Background: an optimization exercise with open tools, aiming at small area, a short achievable clock period and few clock cycles. Do not read the settings as production practice. For this run, only the layout was checked, not whether the RTL still works. Power is estimated from default activity; no workload was simulated.

==> design.v <==
module booth_mul64(op_done, result, clk, reset_n, multiplier, multiplicand, op_start, op_clear);
  input clk, reset_n, op_start, op_clear;
  input [63:0] multiplier, multiplicand;
  output op_done;
  output [127:0] result;
  reg busy, fin, done;    
  reg [3:0] cnt;
  reg [63:0] M;           
  reg [64:0] acc;         
  reg [10:0] cv;          
  reg [65:0] Q;           
  assign op_done = done;
  assign result = {acc[61:0], Q};
  always @(posedge clk or negedge reset_n)
    if (!reset_n) begin
      busy <= 1'b0;
      fin <= 1'b0;
      done <= 1'b0;
    end else if (!op_start || op_clear) begin
      busy <= 1'b0;
      fin <= 1'b0;
      done <= 1'b0;
    end else if (busy) begin
      if (cnt == 4'd10) begin
        busy <= 1'b0;
        fin <= 1'b1;
      end
    end else if (fin) begin
      fin <= 1'b0;
      done <= 1'b1;
    end else if (!done) begin
      busy <= 1'b1;
    end
  always @(posedge clk)
    if (busy) cnt <= cnt + 1'b1;
    else cnt <= 4'd0;
  reg [2:0] one, two, ng;
  wire [6:0] bq = busy ? Q[11:5] : {multiplier[5:0], 1'b0};
  always @(posedge clk) begin
    one[0] <= bq[1] ^ bq[0];
    two[0] <= (bq[2] & ~bq[1] & ~bq[0]) | (~bq[2] & bq[1] & bq[0]);
    ng[0] <= bq[2];
    one[1] <= bq[3] ^ bq[2];
    two[1] <= (bq[4] & ~bq[3] & ~bq[2]) | (~bq[4] & bq[3] & bq[2]);
    ng[1] <= bq[4];
    one[2] <= bq[5] ^ bq[4];
    two[2] <= (bq[6] & ~bq[5] & ~bq[4]) | (~bq[6] & bq[5] & bq[4]);
    ng[2] <= bq[6];
  end
  wire ngn = Q[7] & (cnt != 4'd10);
  wire [64:0] ma = {M[63], M};
  wire [65:0] ma2 = {M[63], M, 1'b0};
  wire [64:0] p0 = (({65{one[0]}} & ma) | ({65{two[0]}} & ma2[64:0])) ^ {65{ng[0]}};
  wire [64:0] p1 = (({65{one[1]}} & ma) | ({65{two[1]}} & ma2[64:0])) ^ {65{ng[1]}};
  wire [64:0] p2 = (({65{one[2]}} & ma) | ({65{two[2]}} & ma2[64:0])) ^ {65{ng[2]}};
  wire t1, t2, t3, t4, t5, t6, t7, t8, t9, t10, t11, t12, t13, t14, t15, t16, t17, t18, t19, t20, t21, t22, t23, t24, t25, t26, t27, t28, t29, t30, t31, t32, t33, t34, t35, t36, t37, t38, t39, t40, t41, t42, t43, t44, t45, t46, t47, t48, t49, t50, t51, t52, t53, t54, t55, t56, t57, t58, t59, t60, t61, t62, t63, t64, t65, t66, t67, t68, t69, t70, t71, t72, t73, t74, t75, t76, t77, t78, t79, t80, t81, t82, t83, t84, t85, t86, t87, t88, t89, t90, t91, t92, t93, t94, t95, t96, t97, t98, t99, t100, t101, t102, t103, t104, t105, t106, t107, t108, t109, t110, t111, t112, t113, t114, t115, t116, t117, t118, t119, t120, t121, t122, t123, t124, t125, t126, t127, t128, t129, t130, t131, t132, t133, t134, t135, t136, t137, t138, t139, t140, t141, t142, t143, t144, t145, t146, t147, t148, t149, t150, t151, t152, t153, t154, t155, t156, t157, t158, t159, t160, t161, t162, t163, t164, t165, t166, t167, t168, t169, t170, t171, t172, t173, t174, t175, t176, t177, t178, t179, t180, t181, t182, t183, t184, t185, t186, t187, t188, t189, t190, t191, t192, t193, t194, t195, t196, t197, t198, t199, t200, t201, t202, t203, t204, t205, t206, t207, t208, t209, t210, t211, t212, t213, t214, t215, t216, t217, t218, t219, t220, t221, t222, t223, t224, t225, t226, t227, t228, t229, t230, t231, t232, t233, t234, t235, t236, t237, t238, t239, t240, t241, t242, t243, t244, t245, t246, t247, t248, t249, t250, t251, t252, t253, t254, t255, t256, t257, t258, t259, t260, t261, t262, t263, t264, t265, t266, t267, t268, t269, t270, t271, t272, t273, t274, t275, t276, t277, t278, t279, t280, t281, t282, t283, t284, t285, t286, t287, t288, t289, t290, t291, t292, t293, t294, t295, t296, t297, t298, t299, t300, t301, t302, t303, t304, t305, t306, t307, t308, t309, t310, t311, t312, t313, t314, t315, t316, t317, t318, t319, t320, t321, t322, t323, t324, t325, t326, t327, t328, t329, t330, t331, t332, t333, t334, t335, t336, t337, t338, t339, t340, t341, t342, t343, t344, t345, t346, t347, t348, t349, t350, t351, t352, t353, t354, t355, t356, t357, t358, t359, t360, t361, t362, t363, t364, t365, t366, t367, t368, t369, t370, t371, t372, t373, t374, t375, t376;
  assign t1 = acc[2] ^ p0[2] ^ p1[0];
  assign t2 = (acc[2] & p0[2]) | (p1[0] & (acc[2] ^ p0[2]));
  assign t3 = acc[3] ^ p0[3] ^ p1[1];
  assign t4 = (acc[3] & p0[3]) | (p1[1] & (acc[3] ^ p0[3]));
  assign t5 = acc[4] ^ p0[4] ^ p1[2];
  assign t6 = (acc[4] & p0[4]) | (p1[2] & (acc[4] ^ p0[4]));
  assign t7 = p2[0] ^ ng[2] ^ t5;
  assign t8 = (p2[0] & ng[2]) | (t5 & (p2[0] ^ ng[2]));
  assign t9 = acc[5] ^ p0[5] ^ p1[3];
  assign t10 = (acc[5] & p0[5]) | (p1[3] & (acc[5] ^ p0[5]));
  assign t11 = p2[1] ^ t9;
  assign t12 = p2[1] & t9;
  assign t13 = acc[6] ^ p0[6] ^ p1[4];
  assign t14 = (acc[6] & p0[6]) | (p1[4] & (acc[6] ^ p0[6]));
  assign t15 = p2[2] ^ ngn ^ t13;
  assign t16 = (p2[2] & ngn) | (t13 & (p2[2] ^ ngn));
  assign t17 = acc[7] ^ p0[7] ^ p1[5];
  assign t18 = (acc[7] & p0[7]) | (p1[5] & (acc[7] ^ p0[7]));
  assign t19 = p2[3] ^ t17;
  assign t20 = p2[3] & t17;
  assign t21 = acc[8] ^ p0[8] ^ p1[6];
  assign t22 = (acc[8] & p0[8]) | (p1[6] & (acc[8] ^ p0[8]));
  assign t23 = p2[4] ^ t21;
  assign t24 = p2[4] & t21;
  assign t25 = acc[9] ^ p0[9] ^ p1[7];
  assign t26 = (acc[9] & p0[9]) | (p1[7] & (acc[9] ^ p0[9]));
  assign t27 = p2[5] ^ t25;
  assign t28 = p2[5] & t25;
  assign t29 = acc[10] ^ p0[10] ^ p1[8];
  assign t30 = (acc[10] & p0[10]) | (p1[8] & (acc[10] ^ p0[10]));
  assign t31 = p2[6] ^ t29;
  assign t32 = p2[6] & t29;
  assign t33 = acc[11] ^ p0[11] ^ p1[9];
  assign t34 = (acc[11] & p0[11]) | (p1[9] & (acc[11] ^ p0[11]));
  assign t35 = p2[7] ^ t33;
  assign t36 = p2[7] & t33;
  assign t37 = acc[12] ^ p0[12] ^ p1[10];
  assign t38 = (acc[12] & p0[12]) | (p1[10] & (acc[12] ^ p0[12]));
  assign t39 = p2[8] ^ t37;
  assign t40 = p2[8] & t37;
  assign t41 = acc[13] ^ p0[13] ^ p1[11];
  assign t42 = (acc[13] & p0[13]) | (p1[11] & (acc[13] ^ p0[13]));
  assign t43 = p2[9] ^ t41;
  assign t44 = p2[9] & t41;
  assign t45 = acc[14] ^ p0[14] ^ p1[12];
  assign t46 = (acc[14] & p0[14]) | (p1[12] & (acc[14] ^ p0[14]));
  assign t47 = p2[10] ^ t45;
  assign t48 = p2[10] & t45;
  assign t49 = acc[15] ^ p0[15] ^ p1[13];
  assign t50 = (acc[15] & p0[15]) | (p1[13] & (acc[15] ^ p0[15]));
  assign t51 = p2[11] ^ t49;
  assign t52 = p2[11] & t49;
  assign t53 = acc[16] ^ p0[16] ^ p1[14];
  assign t54 = (acc[16] & p0[16]) | (p1[14] & (acc[16] ^ p0[16]));
  assign t55 = p2[12] ^ t53;
  assign t56 = p2[12] & t53;
  assign t57 = acc[17] ^ p0[17] ^ p1[15];
  assign t58 = (acc[17] & p0[17]) | (p1[15] & (acc[17] ^ p0[17]));
  assign t59 = p2[13] ^ t57;
  assign t60 = p2[13] & t57;
  assign t61 = acc[18] ^ p0[18] ^ p1[16];
  assign t62 = (acc[18] & p0[18]) | (p1[16] & (acc[18] ^ p0[18]));
  assign t63 = p2[14] ^ t61;
  assign t64 = p2[14] & t61;
  assign t65 = acc[19] ^ p0[19] ^ p1[17];
  assign t66 = (acc[19] & p0[19]) | (p1[17] & (acc[19] ^ p0[19]));
  assign t67 = p2[15] ^ t65;
  assign t68 = p2[15] & t65;
  assign t69 = acc[20] ^ p0[20] ^ p1[18];
  assign t70 = (acc[20] & p0[20]) | (p1[18] & (acc[20] ^ p0[20]));
  assign t71 = p2[16] ^ t69;
  assign t72 = p2[16] & t69;
  assign t73 = acc[21] ^ p0[21] ^ p1[19];
  assign t74 = (acc[21] & p0[21]) | (p1[19] & (acc[21] ^ p0[21]));
  assign t75 = p2[17] ^ t73;
  assign t76 = p2[17] & t73;
  assign t77 = acc[22] ^ p0[22] ^ p1[20];
  assign t78 = (acc[22] & p0[22]) | (p1[20] & (acc[22] ^ p0[22]));
  assign t79 = p2[18] ^ t77;
  assign t80 = p2[18] & t77;
  assign t81 = acc[23] ^ p0[23] ^ p1[21];
  assign t82 = (acc[23] & p0[23]) | (p1[21] & (acc[23] ^ p0[23]));
  assign t83 = p2[19] ^ t81;
  assign t84 = p2[19] & t81;
  assign t85 = acc[24] ^ p0[24] ^ p1[22];
  assign t86 = (acc[24] & p0[24]) | (p1[22] & (acc[24] ^ p0[24]));
  assign t87 = p2[20] ^ t85;
  assign t88 = p2[20] & t85;
  assign t89 = acc[25] ^ p0[25] ^ p1[23];
  assign t90 = (acc[25] & p0[25]) | (p1[23] & (acc[25] ^ p0[25]));
  assign t91 = p2[21] ^ t89;
  assign t92 = p2[21] & t89;
  assign t93 = acc[26] ^ p0[26] ^ p1[24];
  assign t94 = (acc[26] & p0[26]) | (p1[24] & (acc[26] ^ p0[26]));
  assign t95 = p2[22] ^ t93;
  assign t96 = p2[22] & t93;
  assign t97 = acc[27] ^ p0[27] ^ p1[25];
  assign t98 = (acc[27] & p0[27]) | (p1[25] & (acc[27] ^ p0[27]));
  assign t99 = p2[23] ^ t97;
  assign t100 = p2[23] & t97;
  assign t101 = acc[28] ^ p0[28] ^ p1[26];
  assign t102 = (acc[28] & p0[28]) | (p1[26] & (acc[28] ^ p0[28]));
  assign t103 = p2[24] ^ t101;
  assign t104 = p2[24] & t101;
  assign t105 = acc[29] ^ p0[29] ^ p1[27];
  assign t106 = (acc[29] & p0[29]) | (p1[27] & (acc[29] ^ p0[29]));
  assign t107 = p2[25] ^ t105;
  assign t108 = p2[25] & t105;
  assign t109 = acc[30] ^ p0[30] ^ p1[28];
  assign t110 = (acc[30] & p0[30]) | (p1[28] & (acc[30] ^ p0[30]));
  assign t111 = p2[26] ^ t109;
  assign t112 = p2[26] & t109;
  assign t113 = acc[31] ^ p0[31] ^ p1[29];
  assign t114 = (acc[31] & p0[31]) | (p1[29] & (acc[31] ^ p0[31]));
  assign t115 = p2[27] ^ t113;
  assign t116 = p2[27] & t113;
  assign t117 = acc[32] ^ p0[32] ^ p1[30];
  assign t118 = (acc[32] & p0[32]) | (p1[30] & (acc[32] ^ p0[32]));
  assign t119 = p2[28] ^ t117;
  assign t120 = p2[28] & t117;
  assign t121 = acc[33] ^ p0[33] ^ p1[31];
  assign t122 = (acc[33] & p0[33]) | (p1[31] & (acc[33] ^ p0[33]));
  assign t123 = p2[29] ^ t121;
  assign t124 = p2[29] & t121;
  assign t125 = acc[34] ^ p0[34] ^ p1[32];
  assign t126 = (acc[34] & p0[34]) | (p1[32] & (acc[34] ^ p0[34]));
  assign t127 = p2[30] ^ t125;
  assign t128 = p2[30] & t125;
  assign t129 = acc[35] ^ p0[35] ^ p1[33];
  assign t130 = (acc[35] & p0[35]) | (p1[33] & (acc[35] ^ p0[35]));
  assign t131 = p2[31] ^ t129;
  assign t132 = p2[31] & t129;
  assign t133 = acc[36] ^ p0[36] ^ p1[34];
  assign t134 = (acc[36] & p0[36]) | (p1[34] & (acc[36] ^ p0[36]));
  assign t135 = p2[32] ^ t133;
  assign t136 = p2[32] & t133;
  assign t137 = acc[37] ^ p0[37] ^ p1[35];
  assign t138 = (acc[37] & p0[37]) | (p1[35] & (acc[37] ^ p0[37]));
  assign t139 = p2[33] ^ t137;
  assign t140 = p2[33] & t137;
  assign t141 = acc[38] ^ p0[38] ^ p1[36];
  assign t142 = (acc[38] & p0[38]) | (p1[36] & (acc[38] ^ p0[38]));
  assign t143 = p2[34] ^ t141;
  assign t144 = p2[34] & t141;
  assign t145 = acc[39] ^ p0[39] ^ p1[37];
  assign t146 = (acc[39] & p0[39]) | (p1[37] & (acc[39] ^ p0[39]));
  assign t147 = p2[35] ^ t145;
  assign t148 = p2[35] & t145;
  assign t149 = acc[40] ^ p0[40] ^ p1[38];
  assign t150 = (acc[40] & p0[40]) | (p1[38] & (acc[40] ^ p0[40]));
  assign t151 = p2[36] ^ t149;
  assign t152 = p2[36] & t149;
  assign t153 = acc[41] ^ p0[41] ^ p1[39];
  assign t154 = (acc[41] & p0[41]) | (p1[39] & (acc[41] ^ p0[41]));
  assign t155 = p2[37] ^ t153;
  assign t156 = p2[37] & t153;
  assign t157 = acc[42] ^ p0[42] ^ p1[40];
  assign t158 = (acc[42] & p0[42]) | (p1[40] & (acc[42] ^ p0[42]));
  assign t159 = p2[38] ^ t157;
  assign t160 = p2[38] & t157;
  assign t161 = acc[43] ^ p0[43] ^ p1[41];
  assign t162 = (acc[43] & p0[43]) | (p1[41] & (acc[43] ^ p0[43]));
  assign t163 = p2[39] ^ t161;
  assign t164 = p2[39] & t161;
  assign t165 = acc[44] ^ p0[44] ^ p1[42];
  assign t166 = (acc[44] & p0[44]) | (p1[42] & (acc[44] ^ p0[44]));
  assign t167 = p2[40] ^ t165;
  assign t168 = p2[40] & t165;
  assign t169 = acc[45] ^ p0[45] ^ p1[43];
  assign t170 = (acc[45] & p0[45]) | (p1[43] & (acc[45] ^ p0[45]));
  assign t171 = p2[41] ^ t169;
  assign t172 = p2[41] & t169;
  assign t173 = acc[46] ^ p0[46] ^ p1[44];
  assign t174 = (acc[46] & p0[46]) | (p1[44] & (acc[46] ^ p0[46]));
  assign t175 = p2[42] ^ t173;
  assign t176 = p2[42] & t173;
  assign t177 = acc[47] ^ p0[47] ^ p1[45];
  assign t178 = (acc[47] & p0[47]) | (p1[45] & (acc[47] ^ p0[47]));
  assign t179 = p2[43] ^ t177;
  assign t180 = p2[43] & t177;
  assign t181 = acc[48] ^ p0[48] ^ p1[46];
  assign t182 = (acc[48] & p0[48]) | (p1[46] & (acc[48] ^ p0[48]));
  assign t183 = p2[44] ^ t181;
  assign t184 = p2[44] & t181;
  assign t185 = acc[49] ^ p0[49] ^ p1[47];
  assign t186 = (acc[49] & p0[49]) | (p1[47] & (acc[49] ^ p0[49]));
  assign t187 = p2[45] ^ t185;
  assign t188 = p2[45] & t185;
  assign t189 = acc[50] ^ p0[50] ^ p1[48];
  assign t190 = (acc[50] & p0[50]) | (p1[48] & (acc[50] ^ p0[50]));
  assign t191 = p2[46] ^ t189;
  assign t192 = p2[46] & t189;
  assign t193 = acc[51] ^ p0[51] ^ p1[49];
  assign t194 = (acc[51] & p0[51]) | (p1[49] & (acc[51] ^ p0[51]));
  assign t195 = p2[47] ^ t193;
  assign t196 = p2[47] & t193;
  assign t197 = acc[52] ^ p0[52] ^ p1[50];
  assign t198 = (acc[52] & p0[52]) | (p1[50] & (acc[52] ^ p0[52]));
  assign t199 = p2[48] ^ t197;
  assign t200 = p2[48] & t197;
  assign t201 = acc[53] ^ p0[53] ^ p1[51];
  assign t202 = (acc[53] & p0[53]) | (p1[51] & (acc[53] ^ p0[53]));
  assign t203 = p2[49] ^ t201;
  assign t204 = p2[49] & t201;
  assign t205 = acc[54] ^ p0[54] ^ p1[52];
  assign t206 = (acc[54] & p0[54]) | (p1[52] & (acc[54] ^ p0[54]));
  assign t207 = p2[50] ^ t205;
  assign t208 = p2[50] & t205;
  assign t209 = acc[55] ^ p0[55] ^ p1[53];
  assign t210 = (acc[55] & p0[55]) | (p1[53] & (acc[55] ^ p0[55]));
  assign t211 = p2[51] ^ t209;
  assign t212 = p2[51] & t209;
  assign t213 = acc[56] ^ p0[56] ^ p1[54];
  assign t214 = (acc[56] & p0[56]) | (p1[54] & (acc[56] ^ p0[56]));
  assign t215 = p2[52] ^ t213;
  assign t216 = p2[52] & t213;
  assign t217 = acc[57] ^ p0[57] ^ p1[55];
  assign t218 = (acc[57] & p0[57]) | (p1[55] & (acc[57] ^ p0[57]));
  assign t219 = p2[53] ^ t217;
  assign t220 = p2[53] & t217;
  assign t221 = acc[58] ^ p0[58] ^ p1[56];
  assign t222 = (acc[58] & p0[58]) | (p1[56] & (acc[58] ^ p0[58]));
  assign t223 = p2[54] ^ t221;
  assign t224 = p2[54] & t221;
  assign t225 = acc[59] ^ p0[59] ^ p1[57];
  assign t226 = (acc[59] & p0[59]) | (p1[57] & (acc[59] ^ p0[59]));
  assign t227 = p2[55] ^ t225;
  assign t228 = p2[55] & t225;
  assign t229 = acc[60] ^ p0[60] ^ p1[58];
  assign t230 = (acc[60] & p0[60]) | (p1[58] & (acc[60] ^ p0[60]));
  assign t231 = p2[56] ^ t229;
  assign t232 = p2[56] & t229;
  assign t233 = acc[61] ^ p0[61] ^ p1[59];
  assign t234 = (acc[61] & p0[61]) | (p1[59] & (acc[61] ^ p0[61]));
  assign t235 = p2[57] ^ t233;
  assign t236 = p2[57] & t233;
  assign t237 = acc[62] ^ p0[62] ^ p1[60];
  assign t238 = (acc[62] & p0[62]) | (p1[60] & (acc[62] ^ p0[62]));
  assign t239 = p2[58] ^ t237;
  assign t240 = p2[58] & t237;
  assign t241 = acc[63] ^ p0[63] ^ p1[61];
  assign t242 = (acc[63] & p0[63]) | (p1[61] & (acc[63] ^ p0[63]));
  assign t243 = p2[59] ^ t241;
  assign t244 = p2[59] & t241;
  assign t245 = ~acc[64] ^ ~p0[64] ^ p1[62];
  assign t246 = (~acc[64] & ~p0[64]) | (p1[62] & (~acc[64] ^ ~p0[64]));
  assign t247 = p2[60] ^ t245;
  assign t248 = p2[60] & t245;
  assign t249 = 1'b1 ^ p1[63] ^ p2[61];
  assign t250 = (1'b1 & p1[63]) | (p2[61] & (1'b1 ^ p1[63]));
  assign t251 = t11 ^ t6;
  assign t252 = t11 & t6;
  assign t253 = t15 ^ t10 ^ t12;
  assign t254 = (t15 & t10) | (t12 & (t15 ^ t10));
  assign t255 = t19 ^ t14 ^ t16;
  assign t256 = (t19 & t14) | (t16 & (t19 ^ t14));
  assign t257 = t23 ^ t18 ^ t20;
  assign t258 = (t23 & t18) | (t20 & (t23 ^ t18));
  assign t259 = t27 ^ t22 ^ t24;
  assign t260 = (t27 & t22) | (t24 & (t27 ^ t22));
  assign t261 = t31 ^ t26 ^ t28;
  assign t262 = (t31 & t26) | (t28 & (t31 ^ t26));
  assign t263 = t35 ^ t30 ^ t32;
  assign t264 = (t35 & t30) | (t32 & (t35 ^ t30));
  assign t265 = t39 ^ t34 ^ t36;
  assign t266 = (t39 & t34) | (t36 & (t39 ^ t34));
  assign t267 = t43 ^ t38 ^ t40;
  assign t268 = (t43 & t38) | (t40 & (t43 ^ t38));
  assign t269 = t47 ^ t42 ^ t44;
  assign t270 = (t47 & t42) | (t44 & (t47 ^ t42));
  assign t271 = t51 ^ t46 ^ t48;
  assign t272 = (t51 & t46) | (t48 & (t51 ^ t46));
  assign t273 = t55 ^ t50 ^ t52;
  assign t274 = (t55 & t50) | (t52 & (t55 ^ t50));
  assign t275 = t59 ^ t54 ^ t56;
  assign t276 = (t59 & t54) | (t56 & (t59 ^ t54));
  assign t277 = t63 ^ t58 ^ t60;
  assign t278 = (t63 & t58) | (t60 & (t63 ^ t58));
  assign t279 = t67 ^ t62 ^ t64;
  assign t280 = (t67 & t62) | (t64 & (t67 ^ t62));
  assign t281 = t71 ^ t66 ^ t68;
  assign t282 = (t71 & t66) | (t68 & (t71 ^ t66));
  assign t283 = t75 ^ t70 ^ t72;
  assign t284 = (t75 & t70) | (t72 & (t75 ^ t70));
  assign t285 = t79 ^ t74 ^ t76;
  assign t286 = (t79 & t74) | (t76 & (t79 ^ t74));
  assign t287 = t83 ^ t78 ^ t80;
  assign t288 = (t83 & t78) | (t80 & (t83 ^ t78));
  assign t289 = t87 ^ t82 ^ t84;
  assign t290 = (t87 & t82) | (t84 & (t87 ^ t82));
  assign t291 = t91 ^ t86 ^ t88;
  assign t292 = (t91 & t86) | (t88 & (t91 ^ t86));
  assign t293 = t95 ^ t90 ^ t92;
  assign t294 = (t95 & t90) | (t92 & (t95 ^ t90));
  assign t295 = t99 ^ t94 ^ t96;
  assign t296 = (t99 & t94) | (t96 & (t99 ^ t94));
  assign t297 = t103 ^ t98 ^ t100;
  assign t298 = (t103 & t98) | (t100 & (t103 ^ t98));
  assign t299 = t107 ^ t102 ^ t104;
  assign t300 = (t107 & t102) | (t104 & (t107 ^ t102));
  assign t301 = t111 ^ t106 ^ t108;
  assign t302 = (t111 & t106) | (t108 & (t111 ^ t106));
  assign t303 = t115 ^ t110 ^ t112;
  assign t304 = (t115 & t110) | (t112 & (t115 ^ t110));
  assign t305 = t119 ^ t114 ^ t116;
  assign t306 = (t119 & t114) | (t116 & (t119 ^ t114));
  assign t307 = t123 ^ t118 ^ t120;
  assign t308 = (t123 & t118) | (t120 & (t123 ^ t118));
  assign t309 = t127 ^ t122 ^ t124;
  assign t310 = (t127 & t122) | (t124 & (t127 ^ t122));
  assign t311 = t131 ^ t126 ^ t128;
  assign t312 = (t131 & t126) | (t128 & (t131 ^ t126));
  assign t313 = t135 ^ t130 ^ t132;
  assign t314 = (t135 & t130) | (t132 & (t135 ^ t130));
  assign t315 = t139 ^ t134 ^ t136;
  assign t316 = (t139 & t134) | (t136 & (t139 ^ t134));
  assign t317 = t143 ^ t138 ^ t140;
  assign t318 = (t143 & t138) | (t140 & (t143 ^ t138));
  assign t319 = t147 ^ t142 ^ t144;
  assign t320 = (t147 & t142) | (t144 & (t147 ^ t142));
  assign t321 = t151 ^ t146 ^ t148;
  assign t322 = (t151 & t146) | (t148 & (t151 ^ t146));
  assign t323 = t155 ^ t150 ^ t152;
  assign t324 = (t155 & t150) | (t152 & (t155 ^ t150));
  assign t325 = t159 ^ t154 ^ t156;
  assign t326 = (t159 & t154) | (t156 & (t159 ^ t154));
  assign t327 = t163 ^ t158 ^ t160;
  assign t328 = (t163 & t158) | (t160 & (t163 ^ t158));
  assign t329 = t167 ^ t162 ^ t164;
  assign t330 = (t167 & t162) | (t164 & (t167 ^ t162));
  assign t331 = t171 ^ t166 ^ t168;
  assign t332 = (t171 & t166) | (t168 & (t171 ^ t166));
  assign t333 = t175 ^ t170 ^ t172;
  assign t334 = (t175 & t170) | (t172 & (t175 ^ t170));
  assign t335 = t179 ^ t174 ^ t176;
  assign t336 = (t179 & t174) | (t176 & (t179 ^ t174));
  assign t337 = t183 ^ t178 ^ t180;
  assign t338 = (t183 & t178) | (t180 & (t183 ^ t178));
  assign t339 = t187 ^ t182 ^ t184;
  assign t340 = (t187 & t182) | (t184 & (t187 ^ t182));
  assign t341 = t191 ^ t186 ^ t188;
  assign t342 = (t191 & t186) | (t188 & (t191 ^ t186));
  assign t343 = t195 ^ t190 ^ t192;
  assign t344 = (t195 & t190) | (t192 & (t195 ^ t190));
  assign t345 = t199 ^ t194 ^ t196;
  assign t346 = (t199 & t194) | (t196 & (t199 ^ t194));
  assign t347 = t203 ^ t198 ^ t200;
  assign t348 = (t203 & t198) | (t200 & (t203 ^ t198));
  assign t349 = t207 ^ t202 ^ t204;
  assign t350 = (t207 & t202) | (t204 & (t207 ^ t202));
  assign t351 = t211 ^ t206 ^ t208;
  assign t352 = (t211 & t206) | (t208 & (t211 ^ t206));
  assign t353 = t215 ^ t210 ^ t212;
  assign t354 = (t215 & t210) | (t212 & (t215 ^ t210));
  assign t355 = t219 ^ t214 ^ t216;
  assign t356 = (t219 & t214) | (t216 & (t219 ^ t214));
  assign t357 = t223 ^ t218 ^ t220;
  assign t358 = (t223 & t218) | (t220 & (t223 ^ t218));
  assign t359 = t227 ^ t222 ^ t224;
  assign t360 = (t227 & t222) | (t224 & (t227 ^ t222));
  assign t361 = t231 ^ t226 ^ t228;
  assign t362 = (t231 & t226) | (t228 & (t231 ^ t226));
  assign t363 = t235 ^ t230 ^ t232;
  assign t364 = (t235 & t230) | (t232 & (t235 ^ t230));
  assign t365 = t239 ^ t234 ^ t236;
  assign t366 = (t239 & t234) | (t236 & (t239 ^ t234));
  assign t367 = t243 ^ t238 ^ t240;
  assign t368 = (t243 & t238) | (t240 & (t243 ^ t238));
  assign t369 = t247 ^ t242 ^ t244;
  assign t370 = (t247 & t242) | (t244 & (t247 ^ t242));
  assign t371 = t249 ^ t246 ^ t248;
  assign t372 = (t249 & t246) | (t248 & (t249 ^ t246));
  assign t373 = ~p1[64] ^ p2[62] ^ t250;
  assign t374 = (~p1[64] & p2[62]) | (t250 & (~p1[64] ^ p2[62]));
  assign t375 = 1'b1 ^ p2[63];
  assign t376 = 1'b1 & p2[63];
  wire [70:0] r0 = {1'b1, 1'b1, ~p2[64], t375, t373, t371, t369, t367, t365, t363, t361, t359, t357, t355, t353, t351, t349, t347, t345, t343, t341, t339, t337, t335, t333, t331, t329, t327, t325, t323, t321, t319, t317, t315, t313, t311, t309, t307, t305, t303, t301, t299, t297, t295, t293, t291, t289, t287, t285, t283, t281, t279, t277, t275, t273, t271, t269, t267, t265, t263, t261, t259, t257, t255, t253, t8, t7, t3, ng[1], acc[1], acc[0]};
  wire [70:0] r1 = {1'b0, 1'b0, t376, t374, t372, t370, t368, t366, t364, t362, t360, t358, t356, t354, t352, t350, t348, t346, t344, t342, t340, t338, t336, t334, t332, t330, t328, t326, t324, t322, t320, t318, t316, t314, t312, t310, t308, t306, t304, t302, t300, t298, t296, t294, t292, t290, t288, t286, t284, t282, t280, t278, t276, t274, t272, t270, t268, t266, t264, t262, t260, t258, t256, t254, t252, t251, t4, t2, t1, p0[1], p0[0]};
  wire [70:0] x;
  wire [11:0] co;
  assign {co[0], x[5:0]} = r0[5:0] + r1[5:0] + cv[0];
  assign {co[1], x[11:6]} = r0[11:6] + r1[11:6] + cv[1];
  assign {co[2], x[17:12]} = r0[17:12] + r1[17:12] + cv[2];
  assign {co[3], x[23:18]} = r0[23:18] + r1[23:18] + cv[3];
  assign {co[4], x[29:24]} = r0[29:24] + r1[29:24] + cv[4];
  assign {co[5], x[35:30]} = r0[35:30] + r1[35:30] + cv[5];
  assign {co[6], x[41:36]} = r0[41:36] + r1[41:36] + cv[6];
  assign {co[7], x[47:42]} = r0[47:42] + r1[47:42] + cv[7];
  assign {co[8], x[53:48]} = r0[53:48] + r1[53:48] + cv[8];
  assign {co[9], x[59:54]} = r0[59:54] + r1[59:54] + cv[9];
  assign {co[10], x[65:60]} = r0[65:60] + r1[65:60] + cv[10];
  assign {co[11], x[70:66]} = r0[70:66] + r1[70:66] + 1'b0;
  wire [64:0] cvec = {1'b0, 1'b0, 1'b0, 1'b0, cv[10], 1'b0, 1'b0, 1'b0, 1'b0, 1'b0, cv[9], 1'b0, 1'b0, 1'b0, 1'b0, 1'b0, cv[8], 1'b0, 1'b0, 1'b0, 1'b0, 1'b0, cv[7], 1'b0, 1'b0, 1'b0, 1'b0, 1'b0, cv[6], 1'b0, 1'b0, 1'b0, 1'b0, 1'b0, cv[5], 1'b0, 1'b0, 1'b0, 1'b0, 1'b0, cv[4], 1'b0, 1'b0, 1'b0, 1'b0, 1'b0, cv[3], 1'b0, 1'b0, 1'b0, 1'b0, 1'b0, cv[2], 1'b0, 1'b0, 1'b0, 1'b0, 1'b0, cv[1], 1'b0, 1'b0, 1'b0, 1'b0, 1'b0, cv[0]};
  always @(posedge clk) begin
    M <= multiplicand;
    if (busy) begin
      acc <= x[70:6];
      cv <= co[10:0];
      Q <= {x[5:0], Q[65:6]};
    end else if (fin) begin
      acc <= acc + cvec;
    end else if (!done) begin
      acc <= {64'd0, multiplier[1]};
      cv <= 11'd0;
      Q <= {{2{multiplier[63]}}, multiplier};
    end
  end
endmodule
==> flow/run.sh <==
#!/bin/bash
# Standard ORFS layout (the standard.sh) with two changes:
#  - ports are buffered with buf_1 instead of the flow's default choice;
#  - repair_timing aims for a setup slack margin of 5 ns.
set -euo pipefail
export BUFFER_PORTS_ARGS="-buffer_cell sky130_fd_sc_hd__buf_1"
export SETUP_SLACK_MARGIN=5
bash standard.sh > standard_make.log 2>&1
==> standard.sh <==
#!/bin/bash
# synth_recipe.tcl (not shown) runs the flow's synth.tcl, then flattens the netlist and writes it again
# the make line also repeats each setting of config.mk as NAME=value (left out here)
make -C /OpenROAD-flow-scripts/flow DESIGN_CONFIG=/design/flow/config.mk WORK_HOME=/design/flow/orfs CLKGATE_MAP_FILE= SYNTH_SCRIPT=/design/flow/synth_recipe.tcl "${@:-finish}"
==> config.mk <==
export PLATFORM = sky130hd
export DESIGN_NAME = booth_mul64
export DESIGN_NICKNAME = booth_mul64
export VERILOG_FILES = /design/flow/design.v
export SDC_FILE = /design/flow/constraint.sdc
export NUM_CORES = 4
export LEC_CHECK = 0
export CAP_MARGIN = 20
export CORE_MARGIN = 2
export CORE_UTILIZATION = 40
export SLEW_MARGIN = 20
==> constraint.sdc <==
create_clock -name core_clock -period 10.0 [get_ports {clk}]
set_input_delay 2.0000 -clock core_clock [delete_from_list [all_inputs] [get_ports {clk}]]
set_output_delay 2.0000 -clock core_clock [all_outputs]
set_load 0.01 [all_outputs]
==> run summary <==
-- sequential cells by signal (all words and copies together) (netlist names) --
signal,count
busy,1
cv,11
M,64
one,3
Q,66
two,3
acc,65
ng,3
cnt,4
done,1
fin,1
-- power by group through the flow --
stage	Sequential [uW]	Clock (uW)	Combinational, uW
after detailed placement	1390	0	4540
after global placement	1380	0	4460
final	1370	1040	4570
after global routing	1390	1100	5250
after floorplan	1320	0	3610
after CTS	1370	1070	4600
-- cells in the final DEF, fill, tap and decap left out, drive strengths merged, types with 7 or more instances in the layout --
| cell | n |
|---|---|
| inv | 351 |
| buf | 277 |
| a22oi | 190 |
| xnor2 | 156 |
| fa | 149 |
| edfxtp | 142 |
| xor2 | 138 |
| ha | 133 |
| dfxtp | 77 |
| mux2 | 60 |
| a21oi | 49 |
| nor2 | 46 |
| o22ai | 45 |
| nand2 | 44 |
| o21ai | 43 |
| clkbuf | 39 |
| nand3 | 26 |
| a21o | 21 |
| nor2b | 20 |
| nand4 | 17 |
| nand2b | 15 |
| and3 | 15 |
| nor3 | 12 |
| o21bai | 7 |
| o211ai | 7 |
-- repair_timing --
action / 4_1_cts / 5_1_grt
hold buffers: 0 / 0
resized for setup: 0 / 2
setup endpoints to repair: 0 / 2
-- critical path: stages (launching register included) --
cell	delay, ps
dfxtp_4	620
buf_6	500
xor2_1	180
fa_1	530
inv_1	40
ha_1	260
inv_1	50
fa_1	520
inv_1	50
fa_1	400
fa_1	420
a21oi_1	150
nor2_1	50
nor2_1	150
nor2b_1	60
o21ai_0	150
a21oi_1	90
-- worst max path at each step --
stage	startpoint	to	slack (ps)
floorplan	fin	Q[0]	5410
global placement	ng[0]	acc[58]	5320
detailed placement	ng[1]	acc[58]	5220
CTS	ng[1]	acc[58]	5200
global route	one[0]	acc[4]	5090
finish	ng[0]	cv[9]	5370
-- cells by family after synthesis --
| family | Yosys count |
|---|---|
| buffers and inverters | 504 |
| AOI/OAI and AO/OA | 411 |
| xor gates and xnor gates | 294 |
| adders and majority gates | 282 |
| DFF | 222 |
| and+or+nand+nor | 217 |
| muxes | 62 |
-- metal layers --
layer	wire length [um]	GRT usage, %
met5	11	0
met4	1220	5.71
met3	4130	4.07
met2	25400	34.5
met1	24600	29.5
-- layout make-up --
| type | count | area (um2) |
|---|---|---|
| Fill cell | 4779 | 27000 |
| Multi-Input combinational cell | 1266 | 11900 |
| Sequential cell | 222 | 5900 |
| Inverter | 348 | 1310 |
| Timing Repair Buffer | 277 | 1110 |
| Clock buffer | 39 | 835 |
| Tap cell | 664 | 831 |
| Clock inverter | 11 | 118 |
-- per-stage QoR --
step / utilization, % / std cells / hold slack [ps]
after detailed placement: 43.0 / 2777 / 443
final: 44.9 / 2827 / 457
after floorplan: - / 1992 / 415
after global routing: 44.9 / 2827 / 516
after CTS: 44.9 / 2827 / 456
after global placement: 43.0 / 2777 / 426
==> run summary <==
status timing/DRC/antenna clean; Post-Synth Adder-Cell Area 23.3%; Vias/cell 5.30; mux share of post-synthesis cell area 3.49%; TNS Setup 0 ps; Synth top area share 21.4%; I/O Pins 261; Worst Setup End Kind flop; first-pass GRT wire length 86200 um; First DRT Iteration DRCs 1147; max_cap viols 0; RSZ-0062 raised after global routing no; top post-synthesis cells by area edfxtp_1, fa_1, ha_1; WL per Instance 19.6 um; Final nets 2556; arrival time worst endpoint 4900 ps; final instance area 22000 um2; Inserted Clock Buffers 27; worst min path class flop to flop; CP Launch Type flop; Peak VDD IR 0.151 mV; Synth Area in Simple Gates 5.68%; chip height 227 um; combinational share of power 65.5%; FFs w/ async S/R, synth 1.35%; post-synth cell types 68; largest family of logic cells by synthesized area adder cells; Pleak 0.00918 uW; Hold Crit Depth 1; register area share after synthesis 29.5%; number of diodes 0; worst setup margin 5370 ps; ANT nets after route 0; largest area contributor in the synthesized netlist edfxtp_1; post-synthesis compound-gate area fraction 14.4%; switching power 3090 uW; Clock power frac 14.9%; number of endpoints failing setup at the final stage 0; part of the power in registers 19.6%; Residual DRC 0; number of global-route vias before repair 15400; overall power 6970 uW; Max clock buf depth 3; Final Routed Wirelength 55300 um; critical-path maximum fanout 41; Worst Skew 11.3 ps; Routability Congestion 0.898; pin count of the biggest net entering global routing 79; DIE AREA 51600 um2; synthesis warning total 1; row count 81; Pwr Density 316 nW/um2; Die W 227 um; Place WS 5220 ps; Top FF cell, synth edfxtp_1; slew margin rel. 27.3%; initial antenna violation count 1; clk slew on worst S/H paths 60 ps; IO Port Bufs 260; R2R depth 16; Root Buffer clkbuf_16; Critical R2R Capture cv[9]; syn avg cell area 10.0 um2; Sw Ratio 44.3%; internal power 3880 uW; reg2reg start ng[0]; initial core utilization 40.6%; Slew Viols, Final 0; Syn Inst Count 1992; CP Class flop to flop; Worst Hold Path EP cnt[0]; f_max 216 MHz; WP data required 10270 ps; r2r setup slk 5370 ps; period utilisation layout 46.3%; CTS HTree Levels 1; Hold Crit Start cnt[0]; Worst-Skew Late Latency 570 ps; Initial DRT Pass Iterations 6; register bit total from synthesis 222; grt total ovfl 0; number of synthesized flops with an enable pin 142; half-perimeter wire length after placement 40600 um; Clock Sinks 222; postcts setup bufs 0; core area 49100 um2; crit path time final 4630 ps; commonest cells in the netlist inv_1, a22oi_1, xnor2_1; Mapped Nets 2406; share of layout cells above drive strength 1 7.03%; Mapped Area 19900 um2; via count 15000; CTS tree done; worst slew pin tran 1090 ps; Area Overhead vs Synth 10.6%; Tot GR Track Use 21.4%; Fin. Hold Viols 0; DP Area 21100 um2; Synth Area in XOR/XNOR 12.9%; count leader, synth inv_1

==> port drivers added, routing unchanged <==
Ports are ideal in the flow. The routed layout listed here was re-timed in OpenROAD. Step 1, drivers: a clkbuf_16 drives clk and a buf_2 each remaining input, both assumed. Step 2 also shifts input and output timing later by t, the mid clock arrival at the registers, as if the neighbouring blocks saw the same clock. Three values: ideal, step 1, step 2; two values: the first two.
t (ns): 0.621
setup slack, ns: 5.370 / 5.370 / 5.370
worst setup path at the end: register to register
pins driven straight from the clock port: 1
After both steps setup and hold are still met in this run. For this run, drivers alone change the setup slack by 0.000 ns; drivers and shift together by 0.000 ns.
